Background: an optimization exercise with open tools, aiming at small area, a short achievable clock period and few clock cycles. Do not read the settings as production practice.
In this exercise RTL edits were held to simulation tests only and were not proved equivalent to the original.

the previous run:
// Milestone1
module Milestone1 (
	input  logic        Clock,
	input  logic        Resetn,
	input  logic        Enable,
	output logic [17:0] SRAM_address,
	input  logic [15:0] SRAM_read_data,
	output logic [15:0] SRAM_write_data,
	output logic        SRAM_we_n
);
localparam [17:0] U_BASE   = 18'd38400;
localparam [17:0] V_BASE   = 18'd57600;
localparam [17:0] RGB_BASE = 18'd146944;
logic       busy, first, oddB;
logic [7:0] col;
logic [3:0] ph;
logic [15:0] p;    
logic [17:0] wa;   
logic [7:0] wU [0:5];
logic [7:0] wV [0:5];
logic [7:0] hU, vh1, vh2;
logic [7:0] Y1h;    
logic [7:0] B0h, G1h, B1h;
wire [7:0] rd_hi = SRAM_read_data[15:8];
wire [7:0] rd_lo = SRAM_read_data[7:0];
logic selV;   
logic selE;   
wire [7:0] fa = selV ? wV[0] : wU[0];
wire [7:0] fb = selV ? wV[1] : wU[1];
wire [7:0] fc = selV ? wV[2] : wU[2];
wire [7:0] fd = selV ? wV[3] : wU[3];
wire [7:0] fe = selV ? wV[4] : wU[4];
wire [7:0] ff = selV ? wV[5] : wU[5];
logic [8:0] s1, s2, s3;
always_ff @(posedge Clock) begin
	s1 <= fa + ff;
	s2 <= fb + fe;
	s3 <= fc + fd;
end
wire tf_0 = s1[7] ^ s1[5];
wire tf_1 = s1[7] & s1[5];
wire tf_2 = s1[8] ^ s1[6];
wire tf_3 = s1[8] & s1[6];
wire tf_4 = s1[5] ^ s1[3];
wire tf_5 = s1[5] & s1[3];
wire tf_6 = s1[6] ^ s1[4] ^ s1[2];
wire tf_7 = (s1[6] & s1[4]) | (s1[6] & s1[2]) | (s1[4] & s1[2]);
wire tf_8 = s2[4] ^ s2[0] ^ s3[6];
wire tf_9 = (s2[4] & s2[0]) | (s2[4] & s3[6]) | (s2[0] & s3[6]);
wire tf_10 = tf_0 ^ s1[3] ^ s2[3];
wire tf_11 = (tf_0 & s1[3]) | (tf_0 & s2[3]) | (s1[3] & s2[3]);
wire tf_12 = s2[5] ^ s2[1] ^ s3[7];
wire tf_13 = (s2[5] & s2[1]) | (s2[5] & s3[7]) | (s2[1] & s3[7]);
wire tf_14 = s3[2] ^ s3[0];
wire tf_15 = s3[2] & s3[0];
wire tf_16 = tf_1 ^ tf_2 ^ s1[4];
wire tf_17 = (tf_1 & tf_2) | (tf_1 & s1[4]) | (tf_2 & s1[4]);
wire tf_18 = s2[4] ^ s3[3] ^ s3[1];
wire tf_19 = (s2[4] & s3[3]) | (s2[4] & s3[1]) | (s3[3] & s3[1]);
wire tf_20 = s2[6] ^ s2[2] ^ s3[8];
wire tf_21 = (s2[6] & s2[2]) | (s2[6] & s3[8]) | (s2[2] & s3[8]);
wire tf_22 = tf_3 ^ s1[7] ^ s1[5];
wire tf_23 = (tf_3 & s1[7]) | (tf_3 & s1[5]) | (s1[7] & s1[5]);
wire tf_24 = s2[5] ^ s3[4] ^ s3[2];
wire tf_25 = (s2[5] & s3[4]) | (s2[5] & s3[2]) | (s3[4] & s3[2]);
wire tf_26 = s2[7] ^ s2[3];
  ...
Size in the first run: ~2200 cells after synthesis, roughly 410 flip-flops, ~54 I/O pins, about 0.026 mm2 of cells after synthesis.
==> flow/config.mk <==
export PLATFORM = sky130hd
export DESIGN_NAME = Milestone1
export DESIGN_NICKNAME = Milestone1
export VERILOG_FILES = /design/flow/design.v
export SDC_FILE = /design/flow/constraint.sdc
export NUM_CORES = 4
export LEC_CHECK = 0
export CAP_MARGIN = 20
export CORE_MARGIN = 2
export CORE_UTILIZATION = 60
export CTS_CLUSTER_DIAMETER = 100
export CTS_CLUSTER_SIZE = 24
export PLACE_DENSITY = 0.75
export SETUP_SLACK_MARGIN = 5
export SLEW_MARGIN = 20
==> flow/constraint.sdc <==
create_clock -name core_clock -period 12.0 [get_ports {Clock}]
set_input_delay 2.4000 -clock core_clock [delete_from_list [all_inputs] [get_ports {Clock}]]
set_output_delay 2.4000 -clock core_clock [all_outputs]
set_load 0.01 [all_outputs]
standard.sh (not shown) runs the stock make flow with config.mk's settings and CLKGATE_MAP_FILE= SYNTH_SCRIPT=/design/flow/synth_recipe.tcl, a recipe that flattens the netlist after the stock synthesis.
==> flow/flow/run.sh <==
#!/bin/bash
set -euo pipefail
sed 's/SETUP_SLACK_MARGIN=5 /SETUP_SLACK_MARGIN=8.6 /' standard.sh > standard_margin.sh
grep -q 'SETUP_SLACK_MARGIN=8.6 ' standard_margin.sh
bash standard_margin.sh > standard_margin.log 2>&1
Testbench counts of the previous run, summed over its fixed seeds: cycles 1,545,712.
Modified inputs, the current run compared to the previous run
--- a/flow/design.v
+++ b/flow/design.v
@@ -846,31 +846,29 @@
 wire txb_153 = (txb_95 & txb_96) | (txb_95 & 1'b1) | (txb_96 & 1'b1);
 wire txb_154 = txb_97 ^ txb_98 ^ 1'b1;
 wire txb_155 = (txb_97 & txb_98) | (txb_97 & 1'b1) | (txb_98 & 1'b1);
 wire txb_156 = txb_99 ^ pu[7] ^ 1'b1;
 wire txb_157 = (txb_99 & pu[7]) | (txb_99 & 1'b1) | (pu[7] & 1'b1);
 wire [26:0] txb_a = {1'b1, txb_157, txb_155, txb_153, txb_151, txb_149, txb_147, txb_145, txb_142, txb_140, txb_137, txb_134, txb_131, txb_128, txb_126, txb_124, txb_121, txb_118, txb_116, ~txb_113, ~txb_110, ~txb_107, ~txb_104, ~txb_101, txb_100, ~pu[1], ~pu[0]};
 wire [26:0] txb_b = {1'b0, ~pu[8], txb_156, txb_154, txb_152, txb_150, txb_148, txb_146, txb_144, txb_141, txb_139, txb_136, txb_133, txb_130, txb_127, txb_125, txb_123, txb_120, txb_117, txb_115, ~txb_112, ~txb_109, ~txb_106, ~txb_103, ~pu[0], 1'b0, 1'b1};
 wire [16:0] lr = {1'b0, txr_a[15:0]} + {1'b0, txr_b[15:0]};
-wire [12:0] lg = {1'b0, txg_a[11:0]} + {1'b0, txg_b[11:0]};    
+wire [16:0] lg = {1'b0, txg_a[15:0]} + {1'b0, txg_b[15:0]};
 wire [16:0] lb = {1'b0, txb_a[15:0]} + {1'b0, txb_b[15:0]};
-logic [10:0] hra, hrb, hba, hbb;
-logic [14:0] hga, hgb;
+logic [10:0] hra, hrb, hga, hgb, hba, hbb;
 logic cr, cg, cb, Nu, Nv;
 always_ff @(posedge Clock) begin
 	hra <= txr_a[26:16]; hrb <= txr_b[26:16]; cr <= lr[16];
-	hga <= txg_a[26:12]; hgb <= txg_b[26:12]; cg <= lg[12];
+	hga <= txg_a[26:16]; hgb <= txg_b[26:16]; cg <= lg[16];
 	hba <= txb_a[26:16]; hbb <= txb_b[26:16]; cb <= lb[16];
 	Nu <= pu[8] & ~pu[7];
 	Nv <= pv[8] & ~pv[7];
 end
 wire [10:0] XR = hra + hrb + {10'd0, cr};
-wire [14:0] XGw = hga + hgb + {14'd0, cg};
-wire [10:0] XG = XGw[14:4];
+wire [10:0] XG = hga + hgb + {10'd0, cg};
 wire [10:0] XB = hba + hbb + {10'd0, cb};
 function automatic [7:0] clampc(input [10:0] x);
 	clampc = x[10] ? 8'd0 : (|x[9:8]) ? 8'd255 : x[7:0];
 endfunction
 wire [7:0] Ro = Nv ? 8'd0 : clampc(XR);
 wire [7:0] Go = (Nu | Nv) ? 8'd0 : clampc(XG);
 wire [7:0] Bo = Nu ? 8'd0 : clampc(XB);
 wire c159   = (col == 8'd159);
Findings:
The current run reached the final stage; the timing, DRC and antenna checks on its layout passed. On sequential share of layout area, the current run and the previous run are neck and neck. Delta (the current run minus the previous run): final cell count down 20. As of the current run, number of distinct library cells after synthesis had fallen by more than 10% compared to the previous run. Diff the previous run -> the current run: register-to-register slack went down 0.34 ns; instance count of the mapped netlist -13; fraction of final layout cells with drive strength greater than 1 lost 0.53 points. The current run vs the previous run: cell area after synthesis down slightly. For the largest fanout on the critical path, the current run came in 1 higher than the previous run did. Looking only at actual transition at the worst max-transition pin, and setting everything else aside, the lower value of the current run and the previous run goes to the previous run. Taking the previous run as the reference, in the current run wire length of the first global-routing pass down 1.1%, via count went down. Relative to the previous run, critical path depth has increased by 10 in the current run.
Testbench counts of the current run, summed over its fixed seeds: cycles 1,545,712.

==> port drivers added, routing unchanged <==
The flow's constraints put no driver on any port. The routed layouts listed below were extracted and timed again, unchanged, in two steps. Step 1: set_driving_cell puts a clkbuf_16 on Clock and a buf_2 on each other input, an assumption about the parent block. Step 2 adds t to the input delays and takes it off the output delays; t is the mean of the earliest and latest rising clock arrival at the registers after step 1. Input paths then give back, and output paths get back, about the clock's delay inside the block. Slacks: ideal ports / drivers / drivers and shift; pairs: ideal ports / drivers.
| run | shift t [ns] | setup slack, ns | worst hold slack (ns) | worst slew at a driven data input, ns |
|---|---|---|---|---|
| the previous run | 0.611 | 8.391 / 8.337 / 8.552 | 0.449 / 0.449 / 0.449 | 0.03 |
| the current run | 0.607 | 8.289 / 8.289 / 8.289 | 0.451 / 0.451 / 0.451 | 0.03 |
After both steps every run listed still meets setup and hold.
